Background: an optimization exercise with open tools, aiming at small area. Do not read the settings as production practice. No activity file was given, so power comes from the tool's default toggle rates.

==> flow/design.v <==
module tpu #(parameter N = 4, parameter K = 8) (
    input  logic s_clk,
    input  logic s_rst_n,
    input  logic s_update,
    input  logic s_in,
    output logic s_out
);
    reg [148:0] pc;
    always @(posedge s_clk)
        pc <= {s_in, pc[148:1]};
    reg [3:0] off;      
    reg [7:0] sc;       
    reg       zf;       
    always @(posedge s_clk) begin
        if (!s_rst_n) begin
            off <= 4'd0;
            sc  <= 8'd0;
            zf  <= 1'b1;
        end else if (s_update) begin
            off <= off + 4'd1;
            sc  <= 8'd0;
        end else if (sc != 8'd134) begin
            sc <= sc + 8'd1;
            if (sc == 8'd133) begin
                off <= 4'd0;
                zf  <= 1'b0;
            end
        end
    end
    wire [2:0] opcode = pc[148:146];
    wire [2:0] regno  = pc[145:143];
    wire start = s_rst_n && s_update && (off == 4'd0) && (opcode <= 3'd4);
    wire chain0 = pc[4'd15 - off];
    reg       act;
    reg [2:0] op;
    reg [2:0] rsel;
    reg [6:0] cnt;
    wire is_rhm = (op == 3'd0);
    wire is_lw  = (op == 3'd1);
    wire is_ls  = (op == 3'd2);
    wire is_mm  = (op == 3'd3);
    wire is_whm = (op == 3'd4);
    wire adv = act && (!is_whm || !s_update);
    always @(posedge s_clk) begin
        if (start) begin
            act  <= 1'b1;
            op   <= opcode;
            rsel <= regno;
            cnt  <= 7'd0;
        end else if (adv) begin
            cnt <= cnt + 7'd1;
            if (cnt == 7'd127) act <= 1'b0;
        end
    end
    reg wz, sz, mmz;
    always @(posedge s_clk) begin
        if (!s_rst_n) begin
            wz <= 1'b1;
            sz <= 1'b1;
        end else if (start) begin
            if (opcode == 3'd1) wz <= 1'b0;
            if (opcode == 3'd2) sz <= 1'b0;
        end
        if (start) mmz <= wz | sz;
    end
    reg [127:0] rf [0:K-1];
    wire rout = rf[rsel][0];
    reg [15:0] wk [0:N-1];
    reg [15:0] sk [0:N-1];
    reg [5:0]  acc;
    wire [2:0] q = cnt[2:0];
    wire       slot = !q[2] && !mmz;     
    wire [5:0] psum = ({2'b0, sk[0][0] && slot ? wk[0][3:0] : 4'd0}
                     + {2'b0, sk[1][0] && slot ? wk[1][3:0] : 4'd0})
                    + ({2'b0, sk[2][0] && slot ? wk[2][3:0] : 4'd0}
                     + {2'b0, sk[3][0] && slot ? wk[3][3:0] : 4'd0});
    wire [6:0] msum = {1'b0, (q == 3'd0) ? 6'd0 : acc} + {1'b0, psum};
    wire       mbit = msum[0];
    always @(posedge s_clk)
        if (adv && is_mm) acc <= msum[6:1];
    wire wd = is_mm ? mbit : pc[14];
    wire wr = is_rhm || is_mm;
    genvar r, k;
    generate
        for (r = 0; r < K; r = r + 1) begin : g_rf
            always @(posedge s_clk)
                if (adv && rsel == r)
                    rf[r] <= {wr ? wd : rf[r][0], rf[r][127:1]};
        end
        for (k = 0; k < N; k = k + 1) begin : g_ws
            wire wen = adv && ((is_lw && !cnt[2] && cnt[4:3] == k) ||
                               (is_mm && cnt[4:2] == 3'b111));
            wire sen = adv && ((is_ls && !cnt[2] && cnt[6:5] == k) ||
                               (is_mm && !cnt[2]));
            always @(posedge s_clk) begin
                if (wen) wk[k] <= {is_mm ? wk[k][0] : rout, wk[k][15:1]};
                if (sen) sk[k] <= {is_mm ? sk[k][0] : rout, sk[k][15:1]};
            end
        end
    endgenerate
    wire ovr = act && is_whm && off != 4'd1 && off != 4'd2;
    assign s_out = !zf && (ovr ? rout : chain0);
endmodule
==> flow/config.mk <==
export PLATFORM = sky130hd
export DESIGN_NAME = tpu
export DESIGN_NICKNAME = tpu
export VERILOG_FILES = /design/flow/design.v
export SDC_FILE = /design/flow/constraint.sdc
export NUM_CORES = 4
export LEC_CHECK = 0
export CAP_MARGIN = 20
export CORE_MARGIN = 2
export CORE_UTILIZATION = 40
export CTS_BUF_LIST = sky130_fd_sc_hd__clkbuf_8
export CTS_CLUSTER_DIAMETER = 60
export CTS_CLUSTER_SIZE = 16
export PLACE_DENSITY = 0.6
export SLEW_MARGIN = 20
==> flow/constraint.sdc <==
create_clock -name core_clock -period 6.0 [get_ports {s_clk}]
set_input_delay 1.2000 -clock core_clock [delete_from_list [all_inputs] [get_ports {s_clk}]]
set_output_delay 1.2000 -clock core_clock [all_outputs]
set_load 0.01 [all_outputs]
run.sh (not shown) runs the stock make flow with config.mk's settings and CLKGATE_MAP_FILE= SYNTH_SCRIPT=/design/flow/synth_recipe.tcl, a recipe that flattens the netlist after the stock synthesis.
==> next run, changes <==
==> flow/flow/run.sh (new file) <==
#!/bin/bash
# The standard layout, with the clock tree built without dummy loads.
set -euo pipefail
bash standard.sh finish \
  "CTS_ARGS=-sink_clustering_enable -repair_clock_nets -dont_use_dummy_load -sink_clustering_size 20 -sink_clustering_max_diameter 50 -buf_list sky130_fd_sc_hd__clkbuf_8" \
  > make_finish.log 2>&1
==> flow/standard.sh (new file) <==
#!/bin/bash
# synth_recipe.tcl (not shown) runs the flow's synth.tcl, then flattens the netlist and writes it again
# the make line also repeats each setting of config.mk as NAME=value (left out here)
make -C /OpenROAD-flow-scripts/flow DESIGN_CONFIG=/design/flow/config.mk WORK_HOME=/design/flow/orfs CLKGATE_MAP_FILE= SYNTH_SCRIPT=/design/flow/synth_recipe.tcl "${@:-finish}"
- CAP_MARGIN: 20 -> 0
- CTS_BUF_LIST: sky130_fd_sc_hd__clkbuf_8 -> unset
- CTS_CLUSTER_DIAMETER: 60 -> unset
- CTS_CLUSTER_SIZE: 16 -> unset
- SLEW_MARGIN: 20 -> 0
removed: flow/run.sh
=> The changed run finished with timing, DRC and antenna clean. Core utilization falls by 0.33 points. Sequential power is about the same. Via count came out lower slightly. Wire length hardly moves.
==> next run, changes <==
==> flow/run.sh (new file) <==
#!/bin/bash
# synth_recipe.tcl (not shown) runs the flow's synth.tcl, then flattens the netlist and writes it again
# the make line also repeats each setting of config.mk as NAME=value (left out here)
make -C /OpenROAD-flow-scripts/flow DESIGN_CONFIG=/design/flow/config.mk WORK_HOME=/design/flow/orfs CLKGATE_MAP_FILE= SYNTH_SCRIPT=/design/flow/synth_recipe.tcl finish
- CAP_MARGIN: 0 -> 20
- CTS_BUF_LIST: unset -> sky130_fd_sc_hd__clkbuf_4 sky130_fd_sc_hd__clkbuf_8
- CTS_CLUSTER_DIAMETER: unset -> 40
- CTS_CLUSTER_SIZE: unset -> 10
- SLEW_MARGIN: 0 -> 20
removed: flow/flow/run.sh
removed: flow/standard.sh
=> Non-clock buffer count is unchanged. Design area goes up by 3.5%. Sequential share of layout area goes down by 3.0 points. Area after synthesis is unchanged. Routed wire length goes up by 2.8%. Core utilization goes up by 1.5 points. Die area does not change. Worst hold slack improves by 0.022 ns.
==> next run, changes <==
==> flow/flow/run.sh (new file) <==
#!/bin/bash
# The standard layout, with the clock tree built without dummy loads.
set -euo pipefail
bash standard.sh finish \
  "CTS_ARGS=-sink_clustering_enable -repair_clock_nets -dont_use_dummy_load -sink_clustering_size 16 -sink_clustering_max_diameter 60 -buf_list sky130_fd_sc_hd__clkbuf_8" \
  > make_finish.log 2>&1
==> flow/standard.sh (new file) <==
#!/bin/bash
# synth_recipe.tcl (not shown) runs the flow's synth.tcl, then flattens the netlist and writes it again
# the make line also repeats each setting of config.mk as NAME=value (left out here)
make -C /OpenROAD-flow-scripts/flow DESIGN_CONFIG=/design/flow/config.mk WORK_HOME=/design/flow/orfs CLKGATE_MAP_FILE= SYNTH_SCRIPT=/design/flow/synth_recipe.tcl "${@:-finish}"
- CTS_BUF_LIST: sky130_fd_sc_hd__clkbuf_4 sky130_fd_sc_hd__clkbuf_8 -> unset
- CTS_CLUSTER_DIAMETER: 40 -> unset
- CTS_CLUSTER_SIZE: 10 -> unset
removed: flow/run.sh
Synthesized cell count is unchanged.
Hold slack is worse by 0.019 ns.
Area after synthesis does not change.
Non-clock buffer count does not change.
==> next run, changes <==
==> flow/flow/run.sh (replaced) <==
#!/bin/bash
# The standard layout, with the clock tree built without dummy loads.
set -euo pipefail
bash standard.sh finish \
  "CTS_ARGS=-sink_clustering_enable -repair_clock_nets -dont_use_dummy_load -sink_clustering_size 8 -sink_clustering_max_diameter 40 -buf_list sky130_fd_sc_hd__clkbuf_4" \
  > make_finish.log 2>&1
The new run went through all stages and came out clean.
Via count rises by 3.9%.
Setup slack loses 0.32 ns.
Synthesized cell count does not change.
Global-route usage rises by 0.39 points.
Final cell count rises by 3.2%.
Cell area stays flat.
Sequential cell count is unchanged.
Sequential share of layout area falls by 0.17 points.
Worst hold slack gains 0.014 ns.
No functional check of the RTL was part of any run of this note.

-- re-timing with driven ports --
The flow's constraints put no driver on any port. The routed layouts listed below were extracted and timed again, unchanged, in two steps.
Step 1 (the two cells are an assumption about what drives the block):
set clk [get_ports {s_clk}]
set_driving_cell -lib_cell sky130_fd_sc_hd__clkbuf_16 $clk
set_driving_cell -lib_cell sky130_fd_sc_hd__buf_2 [delete_from_list [all_inputs] $clk]
Step 2, shift: input delay + t, output delay - t, t = (earliest + latest rising clock arrival at the registers) / 2. This alone moves slack from input paths to output paths.
Slacks: ideal / step 1 / step 2; pairs: ideal / step 1.
run	t, ns	setup WS [ns]	cell pins on the clock port's net
the first run	0.792	1.598 / 1.538 / 1.477	1
the second run	0.766	1.634 / 1.574 / 1.472	1
the third run	0.837	1.589 / 1.529 / 1.488	1
the fourth run	0.741	1.666 / 1.607 / 1.482	1
the fifth run	1.016	1.348 / 1.289 / 1.441	1
After both steps setup and hold are still met in every run listed. For the fourth run, which loses most, drivers alone change the setup slack by -0.059 ns; drivers and shift together by -0.184 ns.
